This design comes from an exercise in tuning for small area and a short achievable clock period on the open sky130 flow, not from production work. The RTL was checked by simulation tests, not by an equivalence proof against the original design. The flow treats the clock pin as an ideal source, which a real chip does not have.

==> config.mk <==
export PLATFORM = sky130hd
export DESIGN_NAME = single_kernel
export DESIGN_NICKNAME = single_kernel
export VERILOG_FILES = /design/flow/design.v
export SDC_FILE = /design/flow/constraint.sdc
export NUM_CORES = 8
export LEC_CHECK = 0
export CAP_MARGIN = 20
export CORE_MARGIN = 2
export CORE_UTILIZATION = 58
export SETUP_SLACK_MARGIN = 5
export SLEW_MARGIN = 20
export SYNTH_HIERARCHICAL = 1
export SYNTH_MINIMUM_KEEP_SIZE = 0
==> constraint.sdc <==
create_clock -name core_clock -period 11.0 [get_ports {clk}]
set_input_delay 2.2000 -clock core_clock [delete_from_list [all_inputs] [get_ports {clk}]]
set_output_delay 2.2000 -clock core_clock [all_outputs]
set_load 0.01 [all_outputs]
==> design.v <==
module mac_fa (input a, input b, input c, output s, output co);
  assign s  = a ^ b ^ c;
  assign co = (a & b) | (a & c) | (b & c);
endmodule
module mac_ha (input a, input b, output s, output co);
  assign s  = a ^ b;
  assign co = a & b;
endmodule
module mac_x2 (input a, input b, output y);
  assign y = a ^ b;
endmodule
module mac_mj (input a, input b, input c, output y);
  assign y = (a & b) | (a & c) | (b & c);
endmodule
module mac_ffa (input a, input b, input c, output s, output co);
  wire t;
  mac_x2 ux1 (a, b, t);
  mac_x2 ux2 (t, c, s);
  mac_mj umj (a, b, c, co);
endmodule
module mac_pe_in (
  input             clk,
  input             finish,
  input      [15:0] i_up,
  input      [15:0] i_left,
  output reg [15:0] o_down,
  output reg [15:0] o_right,
  output reg [15:0] o_result
);
  reg  [15:0] sum;        
  wire [15:0] op_u = i_up;
  wire [15:0] op_l = i_left;
  wire [15:0] acc_n = ~(sum & {16{~finish}});
  wire [15:0] pp_n [0:15];
  genvar gi, gj;
  generate for (gi = 0; gi < 16; gi = gi + 1) begin : ppi
    for (gj = 0; gj < 16; gj = gj + 1) begin : ppj
      assign pp_n[gi][gj] = ~(op_u[gi] & op_l[gj]);
    end
  end endgenerate
  wire s1, c2;
  mac_fa us1 (pp_n[0][2], pp_n[1][1], pp_n[2][0], s1, c2);
  wire s3, c4;
  mac_fa us3 (pp_n[0][3], pp_n[1][2], pp_n[2][1], s3, c4);
  wire s5, c6;
  mac_fa us5 (pp_n[3][0], c2, 1'b1, s5, c6);
  wire s7, c8;
  mac_fa us7 (pp_n[0][4], pp_n[1][3], pp_n[2][2], s7, c8);
  wire s9, c10;
  mac_fa us9 (pp_n[3][1], pp_n[4][0], c4, s9, c10);
  wire s11, c12;
  mac_fa us11 (s7, c6, s9, s11, c12);
  wire s13, c14;
  mac_fa us13 (pp_n[0][5], pp_n[1][4], pp_n[2][3], s13, c14);
  wire s15, c16;
  mac_fa us15 (pp_n[3][2], pp_n[4][1], pp_n[5][0], s15, c16);
  wire s17, c18;
  mac_fa us17 (c8, s13, s15, s17, c18);
  wire s19, c20;
  mac_fa us19 (c10, s17, 1'b1, s19, c20);
  wire s21, c22;
  mac_fa us21 (pp_n[0][6], pp_n[1][5], pp_n[2][4], s21, c22);
  wire s23, c24;
  mac_fa us23 (pp_n[3][3], pp_n[4][2], pp_n[5][1], s23, c24);
  wire s25, c26;
  mac_fa us25 (pp_n[6][0], c14, c16, s25, c26);
  wire s27, c28;
  mac_fa us27 (s21, s23, c18, s27, c28);
  wire s29, c30;
  mac_fa us29 (s25, s27, c20, s29, c30);
  wire s31, c32;
  mac_fa us31 (pp_n[0][7], pp_n[1][6], pp_n[2][5], s31, c32);
  wire s33, c34;
  mac_fa us33 (pp_n[3][4], pp_n[4][3], pp_n[5][2], s33, c34);
  wire s35, c36;
  mac_fa us35 (pp_n[6][1], pp_n[7][0], c22, s35, c36);
  wire s37, c38;
  mac_fa us37 (c24, s31, s33, s37, c38);
  wire s39, c40;
  mac_fa us39 (c26, s35, s37, s39, c40);
  wire s41, c42;
  mac_fa us41 (c28, s39, 1'b1, s41, c42);
  wire s43, c44;
  mac_fa us43 (pp_n[0][8], pp_n[1][7], pp_n[2][6], s43, c44);
  wire s45, c46;
  mac_fa us45 (pp_n[3][5], pp_n[4][4], pp_n[5][3], s45, c46);
  wire s47, c48;
  mac_fa us47 (pp_n[6][2], pp_n[7][1], pp_n[8][0], s47, c48);
  wire s49, c50;
  mac_fa us49 (c32, c34, s43, s49, c50);
  wire s51, c52;
  mac_fa us51 (s45, s47, c36, s51, c52);
  wire s53, c54;
  mac_fa us53 (c38, s49, s51, s53, c54);
  wire s55, c56;
  mac_fa us55 (c40, s53, c42, s55, c56);
  wire s57, c58;
  mac_fa us57 (pp_n[0][9], pp_n[1][8], pp_n[2][7], s57, c58);
  wire s59, c60;
  mac_fa us59 (pp_n[3][6], pp_n[4][5], pp_n[5][4], s59, c60);
  wire s61, c62;
  mac_fa us61 (pp_n[6][3], pp_n[7][2], pp_n[8][1], s61, c62);
  wire s63, c64;
  mac_fa us63 (pp_n[9][0], c44, c46, s63, c64);
  wire s65, c66;
  mac_fa us65 (c48, s57, s59, s65, c66);
  wire s67, c68;
  mac_fa us67 (s61, c50, s63, s67, c68);
  wire s69, c70;
  mac_fa us69 (s65, c52, s67, s69, c70);
  wire s71, c72;
  mac_fa us71 (c54, s69, acc_n[1], s71, c72);
  wire s73, c74;
  mac_fa us73 (pp_n[0][10], pp_n[1][9], pp_n[2][8], s73, c74);
  wire s75, c76;
  mac_fa us75 (pp_n[3][7], pp_n[4][6], pp_n[5][5], s75, c76);
  wire s77, c78;
  mac_fa us77 (pp_n[6][4], pp_n[7][3], pp_n[8][2], s77, c78);
  wire s79, c80;
  mac_fa us79 (pp_n[9][1], pp_n[10][0], c58, s79, c80);
  wire s81, c82;
  mac_fa us81 (c60, c62, s73, s81, c82);
  wire s83, c84;
  mac_fa us83 (s75, s77, c64, s83, c84);
  wire s85, c86;
  mac_fa us85 (s79, c66, s81, s85, c86);
  wire s87, c88;
  mac_fa us87 (c68, s83, s85, s87, c88);
  wire s89, c90;
  mac_fa us89 (c70, s87, acc_n[2], s89, c90);
  wire s91, c92;
  mac_fa us91 (pp_n[0][11], pp_n[1][10], pp_n[2][9], s91, c92);
  wire s93, c94;
  mac_fa us93 (pp_n[3][8], pp_n[4][7], pp_n[5][6], s93, c94);
  wire s95, c96;
  mac_fa us95 (pp_n[6][5], pp_n[7][4], pp_n[8][3], s95, c96);
  wire s97, c98;
  mac_fa us97 (pp_n[9][2], pp_n[10][1], pp_n[11][0], s97, c98);
  wire s99, c100;
  mac_fa us99 (c74, c76, c78, s99, c100);
  wire s101, c102;
  mac_fa us101 (s91, s93, s95, s101, c102);
  wire s103, c104;
  mac_fa us103 (s97, c80, c82, s103, c104);
  wire s105, c106;
  mac_fa us105 (s99, s101, c84, s105, c106);
  wire s107, c108;
  mac_fa us107 (s103, c86, s105, s107, c108);
  wire s109, c110;
  mac_fa us109 (c88, s107, acc_n[3], s109, c110);
  wire s111, c112;
  mac_fa us111 (pp_n[0][12], pp_n[1][11], pp_n[2][10], s111, c112);
  wire s113, c114;
  mac_fa us113 (pp_n[3][9], pp_n[4][8], pp_n[5][7], s113, c114);
  wire s115, c116;
  mac_fa us115 (pp_n[6][6], pp_n[7][5], pp_n[8][4], s115, c116);
  wire s117, c118;
  mac_fa us117 (pp_n[9][3], pp_n[10][2], pp_n[11][1], s117, c118);
  wire s119, c120;
  mac_fa us119 (pp_n[12][0], c92, c94, s119, c120);
  wire s121, c122;
  mac_fa us121 (c96, c98, s111, s121, c122);
  wire s123, c124;
  mac_fa us123 (s113, s115, s117, s123, c124);
  wire s125, c126;
  mac_fa us125 (c100, s119, c102, s125, c126);
  wire s127, c128;
  mac_fa us127 (s121, s123, c104, s127, c128);
  wire s129, c130;
  mac_fa us129 (s125, c106, s127, s129, c130);
  wire s131, c132;
  mac_fa us131 (c108, acc_n[4], s129, s131, c132);
  wire s133, c134;
  mac_fa us133 (pp_n[0][13], pp_n[1][12], pp_n[2][11], s133, c134);
  wire s135, c136;
  mac_fa us135 (pp_n[3][10], pp_n[4][9], pp_n[5][8], s135, c136);
  wire s137, c138;
  mac_fa us137 (pp_n[6][7], pp_n[7][6], pp_n[8][5], s137, c138);
  wire s139, c140;
  mac_fa us139 (pp_n[9][4], pp_n[10][3], pp_n[11][2], s139, c140);
  wire s141, c142;
  mac_fa us141 (pp_n[12][1], pp_n[13][0], c112, s141, c142);
  wire s143, c144;
  mac_fa us143 (c114, c116, c118, s143, c144);
  wire s145, c146;
  mac_fa us145 (s133, s135, s137, s145, c146);
  wire s147, c148;
  mac_fa us147 (s139, c120, c122, s147, c148);
  wire s149, c150;
  mac_fa us149 (s141, c124, s143, s149, c150);
  wire s151, c152;
  mac_fa us151 (s145, c126, s147, s151, c152);
  wire s153, c154;
  mac_fa us153 (s149, c128, s151, s153, c154);
  wire s155, c156;
  mac_fa us155 (c130, acc_n[5], s153, s155, c156);
  wire s157, c158;
  mac_fa us157 (pp_n[0][14], pp_n[1][13], pp_n[2][12], s157, c158);
  wire s159, c160;
  mac_fa us159 (pp_n[3][11], pp_n[4][10], pp_n[5][9], s159, c160);
  wire s161, c162;
  mac_fa us161 (pp_n[6][8], pp_n[7][7], pp_n[8][6], s161, c162);
  wire s163, c164;
  mac_fa us163 (pp_n[9][5], pp_n[10][4], pp_n[11][3], s163, c164);
  wire s165, c166;
  mac_fa us165 (pp_n[12][2], pp_n[13][1], pp_n[14][0], s165, c166);
  wire s167, c168;
  mac_fa us167 (c134, c136, c138, s167, c168);
  wire s169, c170;
  mac_fa us169 (c140, s157, s159, s169, c170);
  wire s171, c172;
  mac_fa us171 (s161, s163, s165, s171, c172);
  wire s173, c174;
  mac_fa us173 (c142, c144, c146, s173, c174);
  wire s175, c176;
  mac_fa us175 (s167, s169, s171, s175, c176);
  wire s177, c178;
  mac_fa us177 (c148, c150, s173, s177, c178);
  wire s179, c180;
  mac_fa us179 (s175, c152, s177, s179, c180);
  wire s181, c182;
  mac_fa us181 (acc_n[6], c154, s179, s181, c182);
  wire s183, c184;
  mac_fa us183 (pp_n[0][15], pp_n[1][14], pp_n[2][13], s183, c184);
  wire s185, c186;
  mac_fa us185 (pp_n[3][12], pp_n[4][11], pp_n[5][10], s185, c186);
  wire s187, c188;
  mac_fa us187 (pp_n[6][9], pp_n[7][8], pp_n[8][7], s187, c188);
  wire s189, c190;
  mac_fa us189 (pp_n[9][6], pp_n[10][5], pp_n[11][4], s189, c190);
  wire s191, c192;
  mac_fa us191 (pp_n[12][3], pp_n[13][2], pp_n[14][1], s191, c192);
  wire s193, c194;
  mac_fa us193 (pp_n[15][0], c158, c160, s193, c194);
  wire s195, c196;
  mac_fa us195 (c162, c164, c166, s195, c196);
  wire s197, c198;
  mac_fa us197 (s183, s185, s187, s197, c198);
  wire s199, c200;
  mac_fa us199 (s189, s191, c168, s199, c200);
  wire s201, c202;
  mac_fa us201 (c170, s193, c172, s201, c202);
  wire s203, c204;
  mac_fa us203 (s195, s197, c174, s203, c204);
  wire s205, c206;
  mac_fa us205 (s199, c176, s201, s205, c206);
  wire s207, c208;
  mac_fa us207 (c178, s203, s205, s207, c208);
  wire s209, c210;
  mac_fa us209 (acc_n[7], c180, s207, s209, c210);
  wire s211, c212;
  mac_fa us211 (pp_n[1][15], pp_n[2][14], pp_n[3][13], s211, c212);
  wire s213, c214;
  mac_fa us213 (pp_n[4][12], pp_n[5][11], pp_n[6][10], s213, c214);
  wire s215, c216;
  mac_fa us215 (pp_n[7][9], pp_n[8][8], pp_n[9][7], s215, c216);
  wire s217, c218;
  mac_fa us217 (pp_n[10][6], pp_n[11][5], pp_n[12][4], s217, c218);
  wire s219, c220;
  mac_fa us219 (pp_n[13][3], pp_n[14][2], pp_n[15][1], s219, c220);
  wire s221, c222;
  mac_fa us221 (c184, c186, c188, s221, c222);
  wire s223, c224;
  mac_fa us223 (c190, c192, s211, s223, c224);
  wire s225, c226;
  mac_fa us225 (s213, s215, s217, s225, c226);
  wire s227, c228;
  mac_fa us227 (s219, c194, c196, s227, c228);
  wire s229, c230;
  mac_fa us229 (c198, s221, s223, s229, c230);
  wire s231, c232;
  mac_fa us231 (s225, c200, s227, s231, c232);
  wire s233, c234;
  mac_fa us233 (c202, s229, c204, s233, c234);
  wire s235, c236;
  mac_fa us235 (s231, c206, s233, s235, c236);
  wire s237, c238;
  mac_fa us237 (acc_n[8], c208, s235, s237, c238);
  wire s239, c240;
  mac_fa us239 (pp_n[2][15], pp_n[3][14], pp_n[4][13], s239, c240);
  wire s241, c242;
  mac_fa us241 (pp_n[5][12], pp_n[6][11], pp_n[7][10], s241, c242);
  wire s243, c244;
  mac_fa us243 (pp_n[8][9], pp_n[9][8], pp_n[10][7], s243, c244);
  wire s245, c246;
  mac_fa us245 (pp_n[11][6], pp_n[12][5], pp_n[13][4], s245, c246);
  wire s247, c248;
  mac_fa us247 (pp_n[14][3], pp_n[15][2], c212, s247, c248);
  wire s249, c250;
  mac_fa us249 (c214, c216, c218, s249, c250);
  wire s251, c252;
  mac_fa us251 (c220, s239, s241, s251, c252);
  wire s253, c254;
  mac_fa us253 (s243, s245, c222, s253, c254);
  wire s255, c256;
  mac_fa us255 (c224, s247, c226, s255, c256);
  wire s257, c258;
  mac_fa us257 (s249, s251, c228, s257, c258);
  wire s259, c260;
  mac_fa us259 (s253, c230, s255, s259, c260);
  wire s261, c262;
  mac_fa us261 (c232, s257, s259, s261, c262);
  wire s263, c264;
  mac_fa us263 (c234, acc_n[9], s261, s263, c264);
  wire s265, c266;
  mac_fa us265 (c236, s263, 1'b1, s265, c266);
  wire s267, c268;
  mac_fa us267 (pp_n[3][15], pp_n[4][14], pp_n[5][13], s267, c268);
  wire s269, c270;
  mac_fa us269 (pp_n[6][12], pp_n[7][11], pp_n[8][10], s269, c270);
  wire s271, c272;
  mac_fa us271 (pp_n[9][9], pp_n[10][8], pp_n[11][7], s271, c272);
  wire s273, c274;
  mac_fa us273 (pp_n[12][6], pp_n[13][5], pp_n[14][4], s273, c274);
  wire s275, c276;
  mac_fa us275 (pp_n[15][3], c240, c242, s275, c276);
  wire s277, c278;
  mac_fa us277 (c244, c246, s267, s277, c278);
  wire s279, c280;
  mac_fa us279 (s269, s271, s273, s279, c280);
  wire s281, c282;
  mac_fa us281 (c248, c250, c252, s281, c282);
  wire s283, c284;
  mac_fa us283 (s275, s277, s279, s283, c284);
  wire s285, c286;
  mac_fa us285 (c254, c256, s281, s285, c286);
  wire s287, c288;
  mac_fa us287 (s283, c258, c260, s287, c288);
  wire s289, c290;
  mac_fa us289 (s285, acc_n[10], c262, s289, c290);
  wire s291, c292;
  mac_fa us291 (s287, s289, c264, s291, c292);
  wire s293, c294;
  mac_fa us293 (pp_n[4][15], pp_n[5][14], pp_n[6][13], s293, c294);
  wire s295, c296;
  mac_fa us295 (pp_n[7][12], pp_n[8][11], pp_n[9][10], s295, c296);
  wire s297, c298;
  mac_fa us297 (pp_n[10][9], pp_n[11][8], pp_n[12][7], s297, c298);
  wire s299, c300;
  mac_fa us299 (pp_n[13][6], pp_n[14][5], pp_n[15][4], s299, c300);
  wire s301, c302;
  mac_fa us301 (c268, c270, c272, s301, c302);
  wire s303, c304;
  mac_fa us303 (c274, s293, s295, s303, c304);
  wire s305, c306;
  mac_fa us305 (s297, s299, c276, s305, c306);
  wire s307, c308;
  mac_fa us307 (c278, c280, s301, s307, c308);
  wire s309, c310;
  mac_fa us309 (s303, c282, s305, s309, c310);
  wire s311, c312;
  mac_fa us311 (c284, s307, c286, s311, c312);
  wire s313, c314;
  mac_fa us313 (s309, c288, acc_n[11], s313, c314);
  wire s315, c316;
  mac_fa us315 (s311, c290, s313, s315, c316);
  wire s317, c318;
  mac_fa us317 (pp_n[5][15], pp_n[6][14], pp_n[7][13], s317, c318);
  wire s319, c320;
  mac_fa us319 (pp_n[8][12], pp_n[9][11], pp_n[10][10], s319, c320);
  wire s321, c322;
  mac_fa us321 (pp_n[11][9], pp_n[12][8], pp_n[13][7], s321, c322);
  wire s323, c324;
  mac_fa us323 (pp_n[14][6], pp_n[15][5], c294, s323, c324);
  wire s325, c326;
  mac_fa us325 (c296, c298, c300, s325, c326);
  wire s327, c328;
  mac_fa us327 (s317, s319, s321, s327, c328);
  wire s329, c330;
  mac_fa us329 (c302, s323, c304, s329, c330);
  wire s331, c332;
  mac_fa us331 (s325, s327, c306, s331, c332);
  wire s333, c334;
  mac_fa us333 (c308, s329, s331, s333, c334);
  wire s335, c336;
  mac_fa us335 (c310, c312, s333, s335, c336);
  wire s337, c338;
  mac_fa us337 (acc_n[12], c314, s335, s337, c338);
  wire s339, c340;
  mac_fa us339 (pp_n[6][15], pp_n[7][14], pp_n[8][13], s339, c340);
  wire s341, c342;
  mac_fa us341 (pp_n[9][12], pp_n[10][11], pp_n[11][10], s341, c342);
  wire s343, c344;
  mac_fa us343 (pp_n[12][9], pp_n[13][8], pp_n[14][7], s343, c344);
  wire s345, c346;
  mac_fa us345 (pp_n[15][6], c318, c320, s345, c346);
  wire s347, c348;
  mac_fa us347 (c322, s339, s341, s347, c348);
  wire s349, c350;
  mac_fa us349 (s343, c324, c326, s349, c350);
  wire s351, c352;
  mac_fa us351 (s345, c328, s347, s351, c352);
  wire s353, c354;
  mac_fa us353 (c330, s349, s351, s353, c354);
  wire s355, c356;
  mac_fa us355 (c332, s353, c334, s355, c356);
  wire s357, c358;
  mac_fa us357 (acc_n[13], s355, c336, s357, c358);
  wire s359, c360;
  mac_fa us359 (pp_n[7][15], pp_n[8][14], pp_n[9][13], s359, c360);
  wire s361, c362;
  mac_fa us361 (pp_n[10][12], pp_n[11][11], pp_n[12][10], s361, c362);
  wire s363, c364;
  mac_fa us363 (pp_n[13][9], pp_n[14][8], pp_n[15][7], s363, c364);
  wire s365, c366;
  mac_fa us365 (c340, c342, c344, s365, c366);
  wire s367, c368;
  mac_fa us367 (s359, s361, s363, s367, c368);
  wire s369, c370;
  mac_fa us369 (c346, c348, s365, s369, c370);
  wire s371, c372;
  mac_fa us371 (s367, c350, c352, s371, c372);
  wire s373, c374;
  mac_fa us373 (s369, c354, s371, s373, c374);
  wire s375, c376;
  mac_fa us375 (acc_n[14], s373, c356, s375, c376);
  wire s377, c378;
  mac_fa us377 (pp_n[8][15], pp_n[9][14], pp_n[10][13], s377, c378);
  wire s379, c380;
  mac_fa us379 (pp_n[11][12], pp_n[12][11], pp_n[13][10], s379, c380);
  wire s381, c382;
  mac_fa us381 (pp_n[14][9], pp_n[15][8], c360, s381, c382);
  wire s383, c384;
  mac_fa us383 (c362, c364, s377, s383, c384);
  wire s385, c386;
  mac_fa us385 (s379, c366, s381, s385, c386);
  wire s387, c388;
  mac_fa us387 (c368, s383, c370, s387, c388);
  wire s389, c390;
  mac_fa us389 (s385, c372, s387, s389, c390);
  wire s391, c392;
  mac_fa us391 (acc_n[15], c374, s389, s391, c392);
  wire [23:0] row_x_n = {s391, s375, c338, c316, c292, s291, c238, c210, c182, c156, c132, c110, c90, c72, c56, acc_n[0], c30, s29, c12, s11, s3, s1, pp_n[0][1], pp_n[0][0]};
  wire [23:0] row_y_n = {c376, c358, s357, s337, s315, c266, s265, s237, s209, s181, s155, s131, s109, s89, s71, s55, s41, 1'b1, s19, 1'b1, s5, 1'b1, pp_n[1][0], 1'b1};
  wire [23:0] tot_n = row_x_n + row_y_n + 1'b1;
  always @(posedge clk) begin
    o_down   <= i_up;
    o_right  <= i_left;
    o_result <= finish ? sum : o_result;
    sum      <= ~tot_n[23:8];
  end
endmodule
module mac_pe_edge #(
  parameter COPY_U = 0,    
  parameter COPY_L = 0     
) (
  input             clk,
  input             finish,
  input      [15:0] i_up,
  input      [15:0] i_left,
  output reg [15:0] o_down,
  output reg [15:0] o_right,
  output reg [15:0] o_result
);
  reg  [15:0] acc_n;      
  wire [15:0] op_u, op_l;
  generate
    if (COPY_U) begin : cu
      reg [15:0] u_copy;
      always @(posedge clk) u_copy <= i_up;
      assign op_u = u_copy;
    end else begin : nu
      assign op_u = o_down;
    end
    if (COPY_L) begin : cl
      reg [15:0] l_copy;
      always @(posedge clk) l_copy <= i_left;
      assign op_l = l_copy;
    end else begin : nl
      assign op_l = o_right;
    end
  endgenerate
  wire [15:0] pp_n [0:15];
  genvar gi, gj;
  generate for (gi = 0; gi < 16; gi = gi + 1) begin : ppi
    for (gj = 0; gj < 16; gj = gj + 1) begin : ppj
      assign pp_n[gi][gj] = ~(op_u[gi] & op_l[gj]);
    end
  end endgenerate
  wire s1, c2;
  mac_fa us1 (pp_n[0][2], pp_n[1][1], pp_n[2][0], s1, c2);
  wire s3, c4;
  mac_fa us3 (pp_n[0][3], pp_n[1][2], pp_n[2][1], s3, c4);
  wire s5, c6;
  mac_fa us5 (pp_n[3][0], c2, 1'b1, s5, c6);
  wire s7, c8;
  mac_fa us7 (pp_n[0][4], pp_n[1][3], pp_n[2][2], s7, c8);
  wire s9, c10;
  mac_fa us9 (pp_n[3][1], pp_n[4][0], c4, s9, c10);
  wire s11, c12;
  mac_fa us11 (s7, c6, s9, s11, c12);
  wire s13, c14;
  mac_fa us13 (pp_n[0][5], pp_n[1][4], pp_n[2][3], s13, c14);
  wire s15, c16;
  mac_fa us15 (pp_n[3][2], pp_n[4][1], pp_n[5][0], s15, c16);
  wire s17, c18;
  mac_fa us17 (c8, s13, s15, s17, c18);
  wire s19, c20;
  mac_fa us19 (c10, s17, 1'b1, s19, c20);
  wire s21, c22;
  mac_fa us21 (pp_n[0][6], pp_n[1][5], pp_n[2][4], s21, c22);
  wire s23, c24;
  mac_fa us23 (pp_n[3][3], pp_n[4][2], pp_n[5][1], s23, c24);
  wire s25, c26;
  mac_fa us25 (pp_n[6][0], c14, c16, s25, c26);
  wire s27, c28;
  mac_fa us27 (s21, s23, c18, s27, c28);
  wire s29, c30;
  mac_ffa us29 (s25, s27, c20, s29, c30);
  wire s31, c32;
  mac_fa us31 (pp_n[0][7], pp_n[1][6], pp_n[2][5], s31, c32);
  wire s33, c34;
  mac_fa us33 (pp_n[3][4], pp_n[4][3], pp_n[5][2], s33, c34);
  wire s35, c36;
  mac_fa us35 (pp_n[6][1], pp_n[7][0], c22, s35, c36);
  wire s37, c38;
  mac_fa us37 (c24, s31, s33, s37, c38);
  wire s39, c40;
  mac_fa us39 (c26, s35, s37, s39, c40);
  wire s41, c42;
  mac_fa us41 (c28, s39, 1'b1, s41, c42);
  wire s43, c44;
  mac_fa us43 (pp_n[0][8], pp_n[1][7], pp_n[2][6], s43, c44);
  wire s45, c46;
  mac_fa us45 (pp_n[3][5], pp_n[4][4], pp_n[5][3], s45, c46);
  wire s47, c48;
  mac_fa us47 (pp_n[6][2], pp_n[7][1], pp_n[8][0], s47, c48);
  wire s49, c50;
  mac_fa us49 (c32, c34, s43, s49, c50);
  wire s51, c52;
  mac_fa us51 (s45, s47, acc_n[0], s51, c52);
  wire s53, c54;
  mac_fa us53 (c36, c38, s49, s53, c54);
  wire s55, c56;
  mac_ffa us55 (s51, c40, s53, s55, c56);
  wire s57, c58;
  mac_fa us57 (pp_n[0][9], pp_n[1][8], pp_n[2][7], s57, c58);
  wire s59, c60;
  mac_fa us59 (pp_n[3][6], pp_n[4][5], pp_n[5][4], s59, c60);
  wire s61, c62;
  mac_fa us61 (pp_n[6][3], pp_n[7][2], pp_n[8][1], s61, c62);
  wire s63, c64;
  mac_fa us63 (pp_n[9][0], c44, c46, s63, c64);
  wire s65, c66;
  mac_fa us65 (c48, s57, s59, s65, c66);
  wire s67, c68;
  mac_fa us67 (s61, acc_n[1], c50, s67, c68);
  wire s69, c70;
  mac_fa us69 (s63, s65, c52, s69, c70);
  wire s71, c72;
  mac_ffa us71 (s67, c54, s69, s71, c72);
  wire s73, c74;
  mac_fa us73 (pp_n[0][10], pp_n[1][9], pp_n[2][8], s73, c74);
  wire s75, c76;
  mac_fa us75 (pp_n[3][7], pp_n[4][6], pp_n[5][5], s75, c76);
  wire s77, c78;
  mac_fa us77 (pp_n[6][4], pp_n[7][3], pp_n[8][2], s77, c78);
  wire s79, c80;
  mac_fa us79 (pp_n[9][1], pp_n[10][0], c58, s79, c80);
  wire s81, c82;
  mac_fa us81 (c60, c62, s73, s81, c82);
  wire s83, c84;
  mac_fa us83 (s75, s77, acc_n[2], s83, c84);
  wire s85, c86;
  mac_fa us85 (c64, s79, c66, s85, c86);
  wire s87, c88;
  mac_ffa us87 (s81, s83, c68, s87, c88);
  wire s89, c90;
  mac_ffa us89 (s85, c70, s87, s89, c90);
  wire s91, c92;
  mac_fa us91 (pp_n[0][11], pp_n[1][10], pp_n[2][9], s91, c92);
  wire s93, c94;
  mac_fa us93 (pp_n[3][8], pp_n[4][7], pp_n[5][6], s93, c94);
  wire s95, c96;
  mac_fa us95 (pp_n[6][5], pp_n[7][4], pp_n[8][3], s95, c96);
  wire s97, c98;
  mac_fa us97 (pp_n[9][2], pp_n[10][1], pp_n[11][0], s97, c98);
  wire s99, c100;
  mac_fa us99 (c74, c76, c78, s99, c100);
  wire s101, c102;
  mac_fa us101 (s91, s93, s95, s101, c102);
  wire s103, c104;
  mac_fa us103 (s97, acc_n[3], c80, s103, c104);
  wire s105, c106;
  mac_fa us105 (c82, s99, s101, s105, c106);
  wire s107, c108;
  mac_ffa us107 (c84, s103, c86, s107, c108);
  wire s109, c110;
  mac_ffa us109 (s105, c88, s107, s109, c110);
  wire s111, c112;
  mac_fa us111 (pp_n[0][12], pp_n[1][11], pp_n[2][10], s111, c112);
  wire s113, c114;
  mac_fa us113 (pp_n[3][9], pp_n[4][8], pp_n[5][7], s113, c114);
  wire s115, c116;
  mac_fa us115 (pp_n[6][6], pp_n[7][5], pp_n[8][4], s115, c116);
  wire s117, c118;
  mac_fa us117 (pp_n[9][3], pp_n[10][2], pp_n[11][1], s117, c118);
  wire s119, c120;
  mac_fa us119 (pp_n[12][0], c92, c94, s119, c120);
  wire s121, c122;
  mac_fa us121 (c96, c98, s111, s121, c122);
  wire s123, c124;
  mac_fa us123 (s113, s115, s117, s123, c124);
  wire s125, c126;
  mac_fa us125 (acc_n[4], c100, s119, s125, c126);
  wire s127, c128;
  mac_fa us127 (c102, s121, s123, s127, c128);
  wire s129, c130;
  mac_ffa us129 (c104, s125, c106, s129, c130);
  wire s131, c132;
  mac_ffa us131 (s127, c108, s129, s131, c132);
  wire s133, c134;
  mac_fa us133 (pp_n[0][13], pp_n[1][12], pp_n[2][11], s133, c134);
  wire s135, c136;
  mac_fa us135 (pp_n[3][10], pp_n[4][9], pp_n[5][8], s135, c136);
  wire s137, c138;
  mac_fa us137 (pp_n[6][7], pp_n[7][6], pp_n[8][5], s137, c138);
  wire s139, c140;
  mac_fa us139 (pp_n[9][4], pp_n[10][3], pp_n[11][2], s139, c140);
  wire s141, c142;
  mac_fa us141 (pp_n[12][1], pp_n[13][0], c112, s141, c142);
  wire s143, c144;
  mac_fa us143 (c114, c116, c118, s143, c144);
  wire s145, c146;
  mac_fa us145 (s133, s135, s137, s145, c146);
  wire s147, c148;
  mac_fa us147 (s139, acc_n[5], c120, s147, c148);
  wire s149, c150;
  mac_fa us149 (c122, s141, c124, s149, c150);
  wire s151, c152;
  mac_ffa us151 (s143, s145, c126, s151, c152);
  wire s153, c154;
  mac_ffa us153 (s147, c128, s149, s153, c154);
  wire s155, c156;
  mac_ffa us155 (s151, c130, s153, s155, c156);
  wire s157, c158;
  mac_fa us157 (pp_n[0][14], pp_n[1][13], pp_n[2][12], s157, c158);
  wire s159, c160;
  mac_fa us159 (pp_n[3][11], pp_n[4][10], pp_n[5][9], s159, c160);
  wire s161, c162;
  mac_fa us161 (pp_n[6][8], pp_n[7][7], pp_n[8][6], s161, c162);
  wire s163, c164;
  mac_fa us163 (pp_n[9][5], pp_n[10][4], pp_n[11][3], s163, c164);
  wire s165, c166;
  mac_fa us165 (pp_n[12][2], pp_n[13][1], pp_n[14][0], s165, c166);
  wire s167, c168;
  mac_fa us167 (c134, c136, c138, s167, c168);
  wire s169, c170;
  mac_fa us169 (c140, s157, s159, s169, c170);
  wire s171, c172;
  mac_fa us171 (s161, s163, s165, s171, c172);
  wire s173, c174;
  mac_fa us173 (acc_n[6], c142, c144, s173, c174);
  wire s175, c176;
  mac_fa us175 (c146, s167, s169, s175, c176);
  wire s177, c178;
  mac_ffa us177 (s171, c148, c150, s177, c178);
  wire s179, c180;
  mac_ffa us179 (s173, s175, s177, s179, c180);
  wire s181, c182;
  mac_ffa us181 (c152, c154, s179, s181, c182);
  wire s183, c184;
  mac_fa us183 (pp_n[0][15], pp_n[1][14], pp_n[2][13], s183, c184);
  wire s185, c186;
  mac_fa us185 (pp_n[3][12], pp_n[4][11], pp_n[5][10], s185, c186);
  wire s187, c188;
  mac_fa us187 (pp_n[6][9], pp_n[7][8], pp_n[8][7], s187, c188);
  wire s189, c190;
  mac_fa us189 (pp_n[9][6], pp_n[10][5], pp_n[11][4], s189, c190);
  wire s191, c192;
  mac_fa us191 (pp_n[12][3], pp_n[13][2], pp_n[14][1], s191, c192);
  wire s193, c194;
  mac_fa us193 (pp_n[15][0], c158, c160, s193, c194);
  wire s195, c196;
  mac_fa us195 (c162, c164, c166, s195, c196);
  wire s197, c198;
  mac_fa us197 (s183, s185, s187, s197, c198);
  wire s199, c200;
  mac_fa us199 (s189, s191, acc_n[7], s199, c200);
  wire s201, c202;
  mac_fa us201 (c168, c170, s193, s201, c202);
  wire s203, c204;
  mac_fa us203 (c172, s195, s197, s203, c204);
  wire s205, c206;
  mac_ffa us205 (s199, c174, c176, s205, c206);
  wire s207, c208;
  mac_ffa us207 (s201, s203, s205, s207, c208);
  wire s209, c210;
  mac_ffa us209 (c178, c180, s207, s209, c210);
  wire s211, c212;
  mac_fa us211 (pp_n[1][15], pp_n[2][14], pp_n[3][13], s211, c212);
  wire s213, c214;
  mac_fa us213 (pp_n[4][12], pp_n[5][11], pp_n[6][10], s213, c214);
  wire s215, c216;
  mac_fa us215 (pp_n[7][9], pp_n[8][8], pp_n[9][7], s215, c216);
  wire s217, c218;
  mac_fa us217 (pp_n[10][6], pp_n[11][5], pp_n[12][4], s217, c218);
  wire s219, c220;
  mac_fa us219 (pp_n[13][3], pp_n[14][2], pp_n[15][1], s219, c220);
  wire s221, c222;
  mac_fa us221 (c184, c186, c188, s221, c222);
  wire s223, c224;
  mac_fa us223 (c190, c192, s211, s223, c224);
  wire s225, c226;
  mac_fa us225 (s213, s215, s217, s225, c226);
  wire s227, c228;
  mac_fa us227 (s219, acc_n[8], c194, s227, c228);
  wire s229, c230;
  mac_fa us229 (c196, c198, s221, s229, c230);
  wire s231, c232;
  mac_fa us231 (s223, s225, c200, s231, c232);
  wire s233, c234;
  mac_ffa us233 (s227, c202, c204, s233, c234);
  wire s235, c236;
  mac_ffa us235 (s229, s231, s233, s235, c236);
  wire s237, c238;
  mac_ffa us237 (c206, c208, s235, s237, c238);
  wire s239, c240;
  mac_fa us239 (pp_n[2][15], pp_n[3][14], pp_n[4][13], s239, c240);
  wire s241, c242;
  mac_fa us241 (pp_n[5][12], pp_n[6][11], pp_n[7][10], s241, c242);
  wire s243, c244;
  mac_fa us243 (pp_n[8][9], pp_n[9][8], pp_n[10][7], s243, c244);
  wire s245, c246;
  mac_fa us245 (pp_n[11][6], pp_n[12][5], pp_n[13][4], s245, c246);
  wire s247, c248;
  mac_fa us247 (pp_n[14][3], pp_n[15][2], c212, s247, c248);
  wire s249, c250;
  mac_fa us249 (c214, c216, c218, s249, c250);
  wire s251, c252;
  mac_fa us251 (c220, s239, s241, s251, c252);
  wire s253, c254;
  mac_fa us253 (s243, s245, acc_n[9], s253, c254);
  wire s255, c256;
  mac_fa us255 (c222, c224, s247, s255, c256);
  wire s257, c258;
  mac_fa us257 (c226, s249, s251, s257, c258);
  wire s259, c260;
  mac_ffa us259 (c228, s253, c230, s259, c260);
  wire s261, c262;
  mac_ffa us261 (s255, c232, s257, s261, c262);
  wire s263, c264;
  mac_ffa us263 (s259, c234, s261, s263, c264);
  wire s265, c266;
  mac_fa us265 (c236, s263, 1'b1, s265, c266);
  wire s267, c268;
  mac_fa us267 (pp_n[3][15], pp_n[4][14], pp_n[5][13], s267, c268);
  wire s269, c270;
  mac_fa us269 (pp_n[6][12], pp_n[7][11], pp_n[8][10], s269, c270);
  wire s271, c272;
  mac_fa us271 (pp_n[9][9], pp_n[10][8], pp_n[11][7], s271, c272);
  wire s273, c274;
  mac_fa us273 (pp_n[12][6], pp_n[13][5], pp_n[14][4], s273, c274);
  wire s275, c276;
  mac_fa us275 (pp_n[15][3], c240, c242, s275, c276);
  wire s277, c278;
  mac_fa us277 (c244, c246, s267, s277, c278);
  wire s279, c280;
  mac_fa us279 (s269, s271, s273, s279, c280);
  wire s281, c282;
  mac_fa us281 (acc_n[10], c248, c250, s281, c282);
  wire s283, c284;
  mac_fa us283 (c252, s275, s277, s283, c284);
  wire s285, c286;
  mac_ffa us285 (s279, c254, c256, s285, c286);
  wire s287, c288;
  mac_ffa us287 (s281, c258, s285, s287, c288);
  wire s289, c290;
  mac_ffa us289 (s283, c260, s287, s289, c290);
  wire s291, c292;
  mac_ffa us291 (c262, s289, c264, s291, c292);
  wire s293, c294;
  mac_fa us293 (pp_n[4][15], pp_n[5][14], pp_n[6][13], s293, c294);
  wire s295, c296;
  mac_fa us295 (pp_n[7][12], pp_n[8][11], pp_n[9][10], s295, c296);
  wire s297, c298;
  mac_fa us297 (pp_n[10][9], pp_n[11][8], pp_n[12][7], s297, c298);
  wire s299, c300;
  mac_fa us299 (pp_n[13][6], pp_n[14][5], pp_n[15][4], s299, c300);
  wire s301, c302;
  mac_fa us301 (c268, c270, c272, s301, c302);
  wire s303, c304;
  mac_fa us303 (c274, s293, s295, s303, c304);
  wire s305, c306;
  mac_fa us305 (s297, s299, acc_n[11], s305, c306);
  wire s307, c308;
  mac_fa us307 (c276, c278, c280, s307, c308);
  wire s309, c310;
  mac_ffa us309 (s301, s303, s305, s309, c310);
  wire s311, c312;
  mac_ffa us311 (c282, c284, s309, s311, c312);
  wire s313, c314;
  mac_ffa us313 (s307, c286, s311, s313, c314);
  wire s315, c316;
  mac_ffa us315 (c288, s313, c290, s315, c316);
  wire s317, c318;
  mac_fa us317 (pp_n[5][15], pp_n[6][14], pp_n[7][13], s317, c318);
  wire s319, c320;
  mac_fa us319 (pp_n[8][12], pp_n[9][11], pp_n[10][10], s319, c320);
  wire s321, c322;
  mac_fa us321 (pp_n[11][9], pp_n[12][8], pp_n[13][7], s321, c322);
  wire s323, c324;
  mac_fa us323 (pp_n[14][6], pp_n[15][5], c294, s323, c324);
  wire s325, c326;
  mac_fa us325 (c296, c298, c300, s325, c326);
  wire s327, c328;
  mac_fa us327 (s317, s319, s321, s327, c328);
  wire s329, c330;
  mac_fa us329 (acc_n[12], c302, s323, s329, c330);
  wire s331, c332;
  mac_fa us331 (c304, s325, s327, s331, c332);
  wire s333, c334;
  mac_ffa us333 (c306, c308, s329, s333, c334);
  wire s335, c336;
  mac_ffa us335 (c310, s331, s333, s335, c336);
  wire s337, c338;
  mac_ffa us337 (c312, s335, c314, s337, c338);
  wire s339, c340;
  mac_fa us339 (pp_n[6][15], pp_n[7][14], pp_n[8][13], s339, c340);
  wire s341, c342;
  mac_fa us341 (pp_n[9][12], pp_n[10][11], pp_n[11][10], s341, c342);
  wire s343, c344;
  mac_fa us343 (pp_n[12][9], pp_n[13][8], pp_n[14][7], s343, c344);
  wire s345, c346;
  mac_fa us345 (pp_n[15][6], c318, c320, s345, c346);
  wire s347, c348;
  mac_fa us347 (c322, s339, s341, s347, c348);
  wire s349, c350;
  mac_fa us349 (s343, acc_n[13], c324, s349, c350);
  wire s351, c352;
  mac_fa us351 (c326, s345, c328, s351, c352);
  wire s353, c354;
  mac_ffa us353 (s347, s349, c330, s353, c354);
  wire s355, c356;
  mac_ffa us355 (c332, s351, s353, s355, c356);
  wire s357, c358;
  mac_ffa us357 (c334, s355, c336, s357, c358);
  wire s359, c360;
  mac_fa us359 (pp_n[7][15], pp_n[8][14], pp_n[9][13], s359, c360);
  wire s361, c362;
  mac_fa us361 (pp_n[10][12], pp_n[11][11], pp_n[12][10], s361, c362);
  wire s363, c364;
  mac_fa us363 (pp_n[13][9], pp_n[14][8], pp_n[15][7], s363, c364);
  wire s365, c366;
  mac_fa us365 (c340, c342, c344, s365, c366);
  wire s367, c368;
  mac_fa us367 (s359, s361, s363, s367, c368);
  wire s369, c370;
  mac_fa us369 (acc_n[14], c346, c348, s369, c370);
  wire s371, c372;
  mac_ffa us371 (s365, s367, c350, s371, c372);
  wire s373, c374;
  mac_ffa us373 (c352, s369, s371, s373, c374);
  wire s375, c376;
  mac_ffa us375 (c354, s373, c356, s375, c376);
  wire s377, c378;
  mac_fa us377 (pp_n[8][15], pp_n[9][14], pp_n[10][13], s377, c378);
  wire s379, c380;
  mac_fa us379 (pp_n[11][12], pp_n[12][11], pp_n[13][10], s379, c380);
  wire s381, c382;
  mac_fa us381 (pp_n[14][9], pp_n[15][8], c360, s381, c382);
  wire s383, c384;
  mac_fa us383 (c362, c364, s377, s383, c384);
  wire s385, c386;
  mac_fa us385 (s379, acc_n[15], c366, s385, c386);
  wire s387, c388;
  mac_fa us387 (s381, c368, s383, s387, c388);
  wire s389, c390;
  mac_ffa us389 (c370, s385, c372, s389, c390);
  wire s391, c392;
  mac_ffa us391 (s387, s389, c374, s391, c392);
  wire [23:0] row_x_n = {s391, s375, s357, s337, s315, s291, c238, c210, c182, c156, c132, c110, c90, s89, s71, s55, c30, s29, c12, s11, s3, s1, pp_n[0][1], pp_n[0][0]};
  wire [23:0] row_y_n = {c376, c358, c338, c316, c292, c266, s265, s237, s209, s181, s155, s131, s109, c72, c56, c42, s41, 1'b1, s19, 1'b1, s5, 1'b1, pp_n[1][0], 1'b1};
  wire [23:0] tot_n = row_x_n + row_y_n + 1'b1;
  always @(posedge clk) begin
    o_down   <= i_up;
    o_right  <= i_left;
    o_result <= finish ? ~tot_n[23:8] : o_result;
    acc_n    <= finish ? 16'hffff : tot_n[23:8];
  end
endmodule
module single_kernel #(
  parameter SIZE = 8,
  parameter DATA_WIDTH = 16
) (
  input clk,
  input [SIZE*SIZE-1:0] finish,
  input [SIZE*DATA_WIDTH-1:0] in_up,
  input [SIZE*DATA_WIDTH-1:0] in_left,
  output [SIZE*DATA_WIDTH-1:0] pass_down,
  output [SIZE*DATA_WIDTH-1:0] pass_right,
  output [SIZE*SIZE*DATA_WIDTH-1:0] out_matrix,
  output [SIZE*DATA_WIDTH-1:0] out_diagonal
);
  wire [SIZE*SIZE*16-1:0] d, r;
  genvar i, j;
  generate
    for (i = 0; i < SIZE; i = i + 1) begin : row
      for (j = 0; j < SIZE; j = j + 1) begin : col
        if (i == SIZE-1 || j == SIZE-1) begin : edge_pe
          mac_pe_edge #(.COPY_U(i == 0), .COPY_L(j == 0)) pe (
            .clk     (clk),
            .finish  (finish[i*SIZE + j]),
            .i_up    (i == SIZE-1 ? in_up  [16*j +: 16] : d[16*((i+1)*SIZE + j) +: 16]),
            .i_left  (j == SIZE-1 ? in_left[16*i +: 16] : r[16*(i*SIZE + j + 1) +: 16]),
            .o_down  (d[16*(i*SIZE + j) +: 16]),
            .o_right (r[16*(i*SIZE + j) +: 16]),
            .o_result(out_matrix[16*(i*SIZE + j) +: 16]));
        end else begin : inner_pe
          mac_pe_in pe (
            .clk     (clk),
            .finish  (finish[i*SIZE + j]),
            .i_up    (d[16*((i+1)*SIZE + j) +: 16]),
            .i_left  (r[16*(i*SIZE + j + 1) +: 16]),
            .o_down  (d[16*(i*SIZE + j) +: 16]),
            .o_right (r[16*(i*SIZE + j) +: 16]),
            .o_result(out_matrix[16*(i*SIZE + j) +: 16]));
        end
      end
      assign pass_down   [16*i +: 16] = d[16*i +: 16];
      assign pass_right  [16*i +: 16] = r[16*(i*SIZE) +: 16];
      assign out_diagonal[16*i +: 16] = out_matrix[16*(i*SIZE + i) +: 16];
    end
  endgenerate
endmodule
==> flow/run.sh <==
#!/bin/bash
# Own layout flow: the standard synthesis and layout, with
#  - each port placed on the die's edge next to the PE it belongs to
#    (flow/pre_io.tcl);
#  - port buffers of a faster cell than the default, the output ones moved
#    next to the registers that drive them (flow/pre_resize.tcl);
#  - hold repair with 0.1 ns of margin, and timing repair aimed at a 4.6 ns
#    period (the clock stays 11 ns), with the later clock branches modelled
#    as ideal latency until clock tree synthesis (flow/pre_floorplan.tcl).
# Each step's full output goes to a log of its own in this folder.
set -euo pipefail
here=$(pwd)
bash standard.sh synth > log_synth.txt 2>&1
bash standard.sh \
  PRE_FLOORPLAN_TCL="$here/flow/pre_floorplan.tcl" \
  PRE_IO_PLACEMENT_TCL="$here/flow/pre_io.tcl" \
  PRE_RESIZE_TCL="$here/flow/pre_resize.tcl" \
  PRE_CTS_TCL="$here/flow/pre_cts.tcl" \
  CTS_ARGS="-sink_clustering_enable -repair_clock_nets -no_insertion_delay -sink_clustering_size 25 -sink_clustering_max_diameter 80 -clk_nets {clk_op clk_late_in clk_late_edge}" \
  BUFFER_PORTS_ARGS="-buffer_cell sky130_fd_sc_hd__buf_2" \
  SETUP_SLACK_MARGIN=6.4 \
  HOLD_SLACK_MARGIN=0.1 \
  finish > log_layout.txt 2>&1
==> flow/clock_groups.tcl <==
# Clock branches: {name pattern ideal-latency-ns {buffer chain}}. A register
# goes to the first group whose pattern matches its name; the others are on
# clk_op, behind op_chain.
set op_chain {sky130_fd_sc_hd__clkbuf_16}
set clock_groups {
  {clk_late_in {inner_pe.pe.sum} 1.45
    {sky130_fd_sc_hd__clkdlybuf4s50_1 sky130_fd_sc_hd__clkdlybuf4s50_1 sky130_fd_sc_hd__clkdlybuf4s25_1 sky130_fd_sc_hd__clkdlybuf4s15_1 sky130_fd_sc_hd__clkbuf_16}}
  {clk_late_edge {edge_pe.pe.(acc_n|o_result)} 0.5
    {sky130_fd_sc_hd__clkdlybuf4s50_1 sky130_fd_sc_hd__clkbuf_16}}
}
==> flow/pre_cts.tcl <==
# Before clock tree synthesis: split the clock into branches, one per group
# in flow/clock_groups.tcl. A register goes to the first group whose pattern
# matches its name; the rest go to clk_op. Each branch starts in the middle
# of the core, from the clock port's net, behind its own chain of buffers,
# and clock tree synthesis then builds one tree per branch. The later
# branches clock registers that take a multiply-add result later than the
# operand registers that feed that logic: useful skew between registers
# inside the design.
source [file join [file dirname [info script]] clock_groups.tcl]
set block [ord::get_db_block]
set db [ord::get_db]
set clk_net [[$block findBTerm clk] getNet]
set core [$block getCoreArea]
set cx [expr {([$core xMin] + [$core xMax]) / 2}]
set cy [expr {([$core yMin] + [$core yMax]) / 2}]

proc add_chain {block db from cells name x y} {
  set prev $from
  set i 0
  foreach cell $cells {
    set inst [odb::dbInst_create $block [$db findMaster $cell] ${name}_buf_$i]
    if {$i == [llength $cells] - 1} {
      set net [odb::dbNet_create $block $name]
    } else {
      set net [odb::dbNet_create $block ${name}_$i]
    }
    $net setSigType CLOCK
    [$inst findITerm A] connect $prev
    [$inst findITerm X] connect $net
    $inst setLocation [expr {$x + 4000 * $i}] $y
    $inst setPlacementStatus PLACED
    set prev $net
    incr i
  }
  return $prev
}

# sort the register clock pins into the groups
set pins(clk_op) {}
foreach g $clock_groups { set pins([lindex $g 0]) {} }
foreach inst [$block getInsts] {
  set it [$inst findITerm CLK]
  if {$it eq "NULL" || [$it getNet] ne $clk_net} { continue }
  set grp clk_op
  foreach g $clock_groups {
    if {[regexp [lindex $g 1] [$inst getName]]} { set grp [lindex $g 0]; break }
  }
  $it disconnect
  lappend pins($grp) $it
  if {$grp ne "clk_op"} {
    # the ideal latency set before floorplanning (flow/pre_floorplan.tcl)
    # goes: from here on the clock is the real one
    unset_clock_latency [get_pins -of_objects [get_cells [$inst getName]] -filter "direction == input && is_clock"]
  }
}
set y [expr {$cy - 8000}]
set net [add_chain $block $db $clk_net $op_chain clk_op $cx $y]
foreach it $pins(clk_op) { $it connect $net }
puts "clock branch clk_op: [llength $pins(clk_op)] registers behind $op_chain"
set nets {clk_op}
foreach g $clock_groups {
  lassign $g name re lat chain
  set y [expr {$y + 8000}]
  set net [add_chain $block $db $clk_net $chain $name $cx $y]
  foreach it $pins($name) { $it connect $net }
  lappend nets $name
  puts "clock branch $name: [llength $pins($name)] registers behind $chain"
}
==> flow/pre_floorplan.tcl <==
# Before the first timing repair: model the later clock branches that
# flow/pre_cts.tcl builds as ideal clock latency on their registers, so that
# repairs before clock tree synthesis see the paths as they will be. Clock
# tree synthesis replaces it with the real, propagated clock.
source [file join [file dirname [info script]] clock_groups.tcl]
set late 0
foreach inst [[ord::get_db_block] getInsts] {
  foreach g $clock_groups {
    if {[regexp [lindex $g 1] [$inst getName]]} {
      set_clock_latency [lindex $g 2] [get_pins -of_objects [get_cells [$inst getName]] -filter "direction == input && is_clock"]
      incr late
      break
    }
  }
}
puts "ideal clock latency on $late register clock pins"
==> flow/pre_io.tcl <==
namespace eval pio {
  set die [[ord::get_db_block] getDieArea]
  set dw [expr {[$die xMax] / 1000.0}]
  set dh [expr {[$die yMax] / 1000.0}]
  set n 8
  set m 10.0   ;# keep clear of the corners (um)
}

proc pio::span {lo hi len} {
  return "[format %.1f $lo]-[format %.1f $hi]"
}

# x range of column c and y range of row r, in um
proc pio::colx {c} {
  variable dw; variable n; variable m
  set w [expr {($dw - 2*$m) / $n}]
  set i [expr {$n - 1 - $c}]
  return [list [expr {$m + $i*$w}] [expr {$m + ($i+1)*$w}]]
}
proc pio::rowy {r} {
  variable dh; variable n; variable m
  set h [expr {($dh - 2*$m) / $n}]
  return [list [expr {$m + $r*$h}] [expr {$m + ($r+1)*$h}]]
}

proc pio::lane {bus k} {
  set l {}
  for {set b 0} {$b < 16} {incr b} { lappend l "$bus\[[expr {16*$k + $b}]\]" }
  return $l
}

set n $pio::n
for {set k 0} {$k < $n} {incr k} {
  lassign [pio::colx $k] x0 x1
  lassign [pio::rowy $k] y0 y1
  set_io_pin_constraint -pin_names [pio::lane in_up $k] -region "top:[pio::span $x0 $x1 0]"
  set_io_pin_constraint -pin_names [pio::lane pass_down $k] -region "bottom:[pio::span $x0 $x1 0]"
  set_io_pin_constraint -pin_names [pio::lane in_left $k] -region "left:[pio::span $y0 $y1 0]"
  set_io_pin_constraint -pin_names [pio::lane pass_right $k] -region "right:[pio::span $y0 $y1 0]"
}
for {set r 0} {$r < $n} {incr r} {
  for {set c 0} {$c < $n} {incr c} {
    set p [expr {$n*$r + $c}]
    set pins [pio::lane out_matrix $p]
    if {$r == $c} { set pins [concat $pins [pio::lane out_diagonal $r]] }
    lappend pins "finish\[$p\]"
    # distances to the edges, in PEs
    set d [list [list top [expr {$n - 1 - $r}]] [list bottom $r] [list left [expr {$n - 1 - $c}]] [list right $c]]
    set best [lindex [lsort -integer -index 1 $d] 0]
    set edge [lindex $best 0]
    if {$edge eq "top" || $edge eq "bottom"} {
      lassign [pio::colx $c] a0 a1
    } else {
      lassign [pio::rowy $r] a0 a1
    }
    set_io_pin_constraint -pin_names $pins -region "$edge:[pio::span $a0 $a1 0]"
  }
}
puts "pin regions set for the 8x8 array"
==> flow/pre_resize.tcl <==
# After global placement: move each output port's buffer next to the cell
# that drives it, so that the long wire to the port at the die's edge is
# driven by the buffer rather than by a register.
set block [ord::get_db_block]
set n 0
foreach bterm [$block getBTerms] {
  if {[$bterm getIoType] ne "OUTPUT"} { continue }
  set net [$bterm getNet]
  if {$net eq "NULL"} { continue }
  set buf ""
  foreach it [$net getITerms] {
    if {[$it isOutputSignal]} { set buf [$it getInst] }
  }
  if {$buf eq ""} { continue }
  set a [$buf findITerm A]
  if {$a eq "NULL" || [$a getNet] eq "NULL"} { continue }
  set drv ""
  foreach it [[$a getNet] getITerms] {
    if {[$it isOutputSignal]} { set drv [$it getInst] }
  }
  if {$drv eq ""} { continue }
  set loc [$drv getLocation]
  $buf setLocation [lindex $loc 0] [lindex $loc 1]
  incr n
}
puts "output port buffers moved next to their drivers: $n"
==> standard.sh <==
#!/bin/bash
# synth_recipe.tcl (not shown) runs the flow's synth.tcl, then flattens the netlist and writes it again
# the make line also repeats each setting of config.mk as NAME=value (left out here)
make -C /OpenROAD-flow-scripts/flow DESIGN_CONFIG=/design/flow/config.mk WORK_HOME=/design/flow/orfs CLKGATE_MAP_FILE= SYNTH_SCRIPT=/design/flow/synth_recipe.tcl "${@:-finish}"
==> results_dict.tcl, run 1 <==
set metrics [dict create \
    skew_ps 1490 \
    cts.sinks 4096 \
    dieArea_mm2 0.837 \
    wire_per_inst_um 28.2 \
    syn_avg_cell_area_um2 10.7 \
    final_nets 59200 \
    layout-drive-gt1-share_pct 14.7 \
    endpoint_kind "register" \
    synthCells 45100 \
    antenna_found_initial 70 \
    layout_commonest_cell "nand2_1" \
    area_growth_pct 11.6 \
    cts_tree "built" \
    portBuffers 1728 \
    core_mm2 0.827 \
    rows 334 \
    fin_crit_ps 4690 \
    worst-slew-pin-transition_ps 944 \
    maxCapViolCount 0 \
    grt_pass1_wl_um 2400000 \
    ant_nets 0 \
    vias 354000 \
    first_pass_iters 9 \
    slew_viol_final 0 \
    layout_setup_ws_ps 6310 \
    cp.arrival_ps 5940 \
    critPathLaunchType "register" \
    die_w_um 915 \
    crit_type "reg2reg" \
    syn_area_mm2 0.481 \
    crit_fanout 9 \
    gp_congestion 0.947 \
    grt_setup_unrepaired "yes" \
    hpwl_um 1110000 \
    grt_use_total_pct 38.0 \
    pin_count 1729 \
    status "finished clean" \
    grt_max_degree 35 \
    place_inst 55000 \
    wirelength_um 1620000 \
    grt_pass1_vias 387000 \
    finalSetupTns_ps 0 \
    via_per_inst 6.18 \
    utilization_pct 64.9 \
    critPathRequiredTime_ps 12250 \
    drt_iter0_markers 32400 \
    slowest_stage "fa_1" \
    path_clk_slew_ps 80 \
    worst_hold_path_type "reg2reg" \
    slew_headroom_pct 36.6 \
    setup-violations-final 0 \
    die_y_um 915 \
    timing.final.hold_violations 0 \
    fin_crit_sh_pct 42.7 \
    yosysWarnings 10 \
    clk_latency_ps 2670 \
    critical_path.cell_chain "bufbuf_16, nand2_1, fa_1, fa_1, fa_1, xor2_1, xor2_1, xor2_1, xor2_1, xor2_1, ha_2, a21o_1, a21oi_1, o221ai_1, o21ba_2, o21ai_4, xnor2_1" \
    grt_overflow_total 0 \
    finalNonFillerCells 57200 \
    fillers 64700 \
    drc 0 \
    mostFrequentLayoutCells "nand2_1 (15,300), fa_1 (11,700), buf_2 (1,728)" \
    max_clock_freq_ghz 0.213 \
    dp_slack_ps 5570 \
    r2r_setup_slack_ps 6310 \
    critical_path.most_common_cell "xor2_1" \
    initial_core_util_pct 58.2 \
    slowest_delay_ps 520 \
]
-- through the flow --
step | instance area [um2] | hold slack [ps]
6_report | 537000 | 21.3
5_1_grt | 537000 | 100
4_1_cts | 526000 | 100
3_5_place_dp | 494000 | -237
3_3_place_gp | 494000 | -242
2_1_floorplan | 482000 | -472
-- worst max-delay path: cells and delay by family (launching register included) --
family,cells,cell delay (ps)
buf+inv,1,310
simple gates,1,80
flops,1,450
xor+xnor,6,1310
compound gates,5,860
fa+ha+maj,4,1740
-- metal layers --
| metal | global-route usage [%] | vias to the layer above | wire length (um) |
|---|---|---|---|
| met1 | 47.3 | 185000 | 575000 |
| met2 | 58.7 | 21100 | 737000 |
| met4 | 24.9 | 38 | 129000 |
| li1 | - | 142000 | - |
| met5 | 0.0565 | - | 289 |
| met3 | 10.4 | 4780 | 174000 |
-- final cells by class, clock buffers not listed --
class / count / area, um2 / area share [%]
Inverter: 303 / 1140 / 0.212
Clock inverter: 367 / 5490 / 1.02
Antenna cell: 40 / 100 / 0.0186
Buffer: 8 / 125 / 0.0233
Sequential cell: 4096 / 96200 / 17.9
Tap cell: 10900 / 13700 / 2.54
Timing Repair Buffer: 3356 / 29400 / 5.47
Multi-Input combinational cell: 37600 / 379000 / 70.5
-- flip-flops by register name (all words and copies together), names as in the netlist --
register and cells:
row.col.inner_pe.pe.o_down 784, row.col.inner_pe.pe.o_result 784, row.col.inner_pe.pe.o_right 784, row.col.inner_pe.pe.sum 784, row.col.edge_pe.pe.acc_n 240, row.col.edge_pe.pe.o_result 240
row.col.edge_pe.pe.o_right 224, row.col.edge_pe.pe.o_down 224, row.col.edge_pe.pe.cu.u_copy 16, row.col.edge_pe.pe.cl.l_copy 16
-- path summary, 6_finish.rpt --
path                                  startpoint                               endpoint  cells after the start
max          row[4].col[7].edge_pe.pe.o_right[5]  row[4].col[7].edge_pe.pe.o_result[15]                     17
min          row[3].col[5].inner_pe.pe.o_down[6]       row[2].col[5].inner_pe.pe.sum[0]                      6
max reg2reg  row[4].col[7].edge_pe.pe.o_right[5]  row[4].col[7].edge_pe.pe.o_result[15]                     17
min reg2reg  row[3].col[5].inner_pe.pe.o_down[6]       row[2].col[5].inner_pe.pe.sum[0]                      6
-- what timing repair did --
item / 4_1_cts / 5_1_grt
pin swaps: 77 / 407
gates cloned: 117 / 73
endpoints found under the setup margin: 410 / 302
setup buffers: 240 / 555
hold endpoints to repair: 248 / 27
hold buffers: 261 / 28
gates resized for setup: 2119 / 1527
==> inputs of run 2 (changes only) <==
--- a/flow/clock_groups.tcl
+++ b/flow/clock_groups.tcl
@@ -7,4 +7,4 @@
     {sky130_fd_sc_hd__clkdlybuf4s50_1 sky130_fd_sc_hd__clkdlybuf4s50_1 sky130_fd_sc_hd__clkdlybuf4s25_1 sky130_fd_sc_hd__clkdlybuf4s15_1 sky130_fd_sc_hd__clkbuf_16}}
-  {clk_late_edge {edge_pe.pe.(acc_n|o_result)} 0.5
-    {sky130_fd_sc_hd__clkdlybuf4s50_1 sky130_fd_sc_hd__clkbuf_16}}
+  {clk_late_edge {edge_pe.pe.(acc_n|o_result)} 0.55
+    {sky130_fd_sc_hd__clkdlybuf4s50_1 sky130_fd_sc_hd__clkbuf_4 sky130_fd_sc_hd__clkbuf_16}}
 }
--- a/config.mk
+++ b/config.mk
@@ -9,3 +9,3 @@
 export CORE_MARGIN = 2
-export CORE_UTILIZATION = 58
+export CORE_UTILIZATION = 64
 export SETUP_SLACK_MARGIN = 5
==> run 2 against run 1 <==
Synthesized cell count is the same. Worst hold slack lost 13 ps. Maximum frequency grew 2.0%. Largest cell class unchanged. Sequential cell count is the same. Cell area shrank 0.99%. Routed wire length shrank 2.8%.
==> results_dict.tcl, run 2 <==
set metrics [dict create \
    rows 318 \
    wire_per_inst_um 28.0 \
    wirelength_um 1570000 \
    die_y_um 871 \
    critical_path.most_common_cell "buf_12" \
    worst_hold_path_type "reg2reg" \
    reg2reg_to "row[7].col[5].edge_pe.pe.o_result[14]" \
    grt_max_degree 35 \
    holdPathEnd "row[0].col[3].inner_pe.pe.sum[0]" \
    portBuffers 1728 \
    via_per_inst 6.39 \
    yosysWarnings 10 \
    worst-slew-pin-transition_ps 1120 \
    cts_tree "built" \
    layout-drive-gt1-share_pct 14.2 \
    grt_overflow_total 0 \
    whs_ps 8.23 \
    reg2regPathDepth 18 \
    dieArea_mm2 0.759 \
    worstReg2RegStart "row[7].col[5].edge_pe.pe.o_down[2]" \
    syn_area_mm2 0.481 \
    vias 358000 \
    path_clk_slew_ps 100 \
    r2r_setup_slack_ps 6400 \
    final_nets 59100 \
    grt_pass1_wl_um 2330000 \
    pin_count 1729 \
    area_growth_pct 10.5 \
    grt_setup_unrepaired "yes" \
    layout_commonest_cell "nand2_1" \
    synthCells 45100 \
    gp_congestion 0.966 \
    slew_viol_final 0 \
    fin_crit_ps 4600 \
    ant_nets 0 \
    mostFrequentLayoutCells "nand2_1 (15,300), fa_1 (11,700), buf_2 (1,731)" \
    critical_path.cell_chain "buf_12, buf_12, buf_12, nand2_1, fa_2, fa_1, fa_2, xor2_2, xor2_2, xor2_1, fa_1, ha_4, buf_4, nand4_1, o221ai_1, a21oi_1, o21ai_1, xnor2_1" \
    slowest_stage "fa_2" \
    critPathLaunchType "register" \
    crit_fanout 6 \
    max_clock_freq_ghz 0.217 \
    setup-violations-final 0 \
    drt_iter0_markers 35100 \
    slew_headroom_pct 24.7 \
    path_delay_family "adder cells" \
    skew_ps 1470 \
    critPathRequiredTime_ps 12410 \
    hpwl_um 1070000 \
    syn_avg_cell_area_um2 10.7 \
    endpoint_kind "register" \
    startpoint "row[7].col[5].edge_pe.pe.o_down[2]" \
    worstHoldPathCells 6 \
    first_pass_iters 9 \
    maxCapViolCount 0 \
    slowest_delay_ps 590 \
    initial_core_util_pct 64.2 \
    die_w_um 871 \
    clk_latency_ps 2630 \
    grt_use_total_pct 40.3 \
    fin_crit_sh_pct 41.8 \
    cp.arrival_ps 6010 \
    hp-start "row[0].col[4].inner_pe.pe.o_right[0]" \
    status "finished clean" \
    drc 0 \
    grt_pass1_vias 390000 \
    antenna_found_initial 63 \
    crit_type "reg2reg" \
    timing.final.hold_violations 0 \
    crit_buf_inv 4 \
    finalSetupTns_ps 0 \
    fillers 54200 \
    core_mm2 0.750 \
    cts.sinks 4096 \
]
## run 2: worst max-delay path by stage
stage	end	slack [ps]	cells past startpoint
after floorplan	row[0].col[7].edge_pe.pe.acc_n[12]	6390	17
after global placement	row[2].col[7].edge_pe.pe.o_result[15]	5550	15
after detailed placement	row[3].col[7].edge_pe.pe.o_result[15]	5740	15
after CTS	row[3].col[7].edge_pe.pe.o_result[15]	6340	16
after global routing	row[7].col[0].edge_pe.pe.acc_n[15]	6300	17
final	row[7].col[5].edge_pe.pe.o_result[14]	6400	18
## run 2: per-stage QoR
step | std cells | utilization, % | cell area, um2 | setup slack [ps]
finish | 56000 | 70.9 | 532000 | 6400
global route | 56000 | 70.9 | 532000 | 6300
CTS | 55200 | 69.1 | 518000 | 6340
detailed placement | 54000 | 65.7 | 493000 | 5740
global placement | 54000 | 65.7 | 493000 | 5550
floorplan | 45300 | - | 482000 | 6390
## run 2: area by class of cell, clock buffers not listed
type	instances	area [um2]	share of cell area [%]
antenna	49	123	0.0231
timing repair buffer	3225	27100	5.10
sequential	4096	96500	18.1
tap	9920	12400	2.33
inverter	303	1140	0.214
clock inverter	322	4830	0.909
buffer	9	133	0.0249
multi-input combinational	37600	379000	71.2
## run 2: layer usage
metal	vias up	GRT usage (%)	routed length (um)
met4	48	28.7	138000
li1	142000	-	-
met3	5957	12.0	185000
met5	-	0.213	817
met1	185000	49.3	537000
met2	24400	61.7	710000
## run 2: worst register-to-register path, delay by kind of cell (launching register included)
family	cells	cell delay, ps
buf+inv	4	530
xor+xnor	4	730
compound gates	3	690
flops	1	390
simple gates	2	170
fa+ha+maj	5	2290
## run 2: what timing repair did
action,CTS,global route
pin swaps,31,363
resized for setup,1994,1694
setup buffers,94,664
cloned,61,102
setup endpoints to repair,381,264
hold buffers,217,35
hold endpoints to repair,189,33

-- separate check: timing with driven ports --
Ports are ideal in the flow. The routed layouts listed here were re-timed in OpenROAD.
Step 1 assumes that a clkbuf_16 drives the clock port and a buf_2 every other input.
Step 2, shift: input delay + t, output delay - t, t = (earliest + latest rising clock arrival at the registers) / 2. This alone moves slack from input paths to output paths.
a / b / c = ideal ports / drivers / drivers and shift; a / b = the first two.
| run | t, ns | slack for setup (ns) | clock arrival spread, ns | worst register clock-pin slew, ns | worst data-port slew with drivers (ns) |
|---|---|---|---|---|---|
| run 1 | 2.099 | 6.307 / 6.303 / 5.812 | 1.528 / 1.523 | 0.10 / 0.10 | 0.35 |
| run 2 | 2.076 | 6.399 / 6.374 / 5.740 | 1.497 / 1.492 | 0.11 / 0.11 | 0.37 |
In run 1 and run 2 the clock reaches the registers at very different times; t lies between them, and the last value is a rough guide only. The setup slack of run 2, which loses most, moves by -0.025 ns with the drivers and by -0.659 ns with both steps.
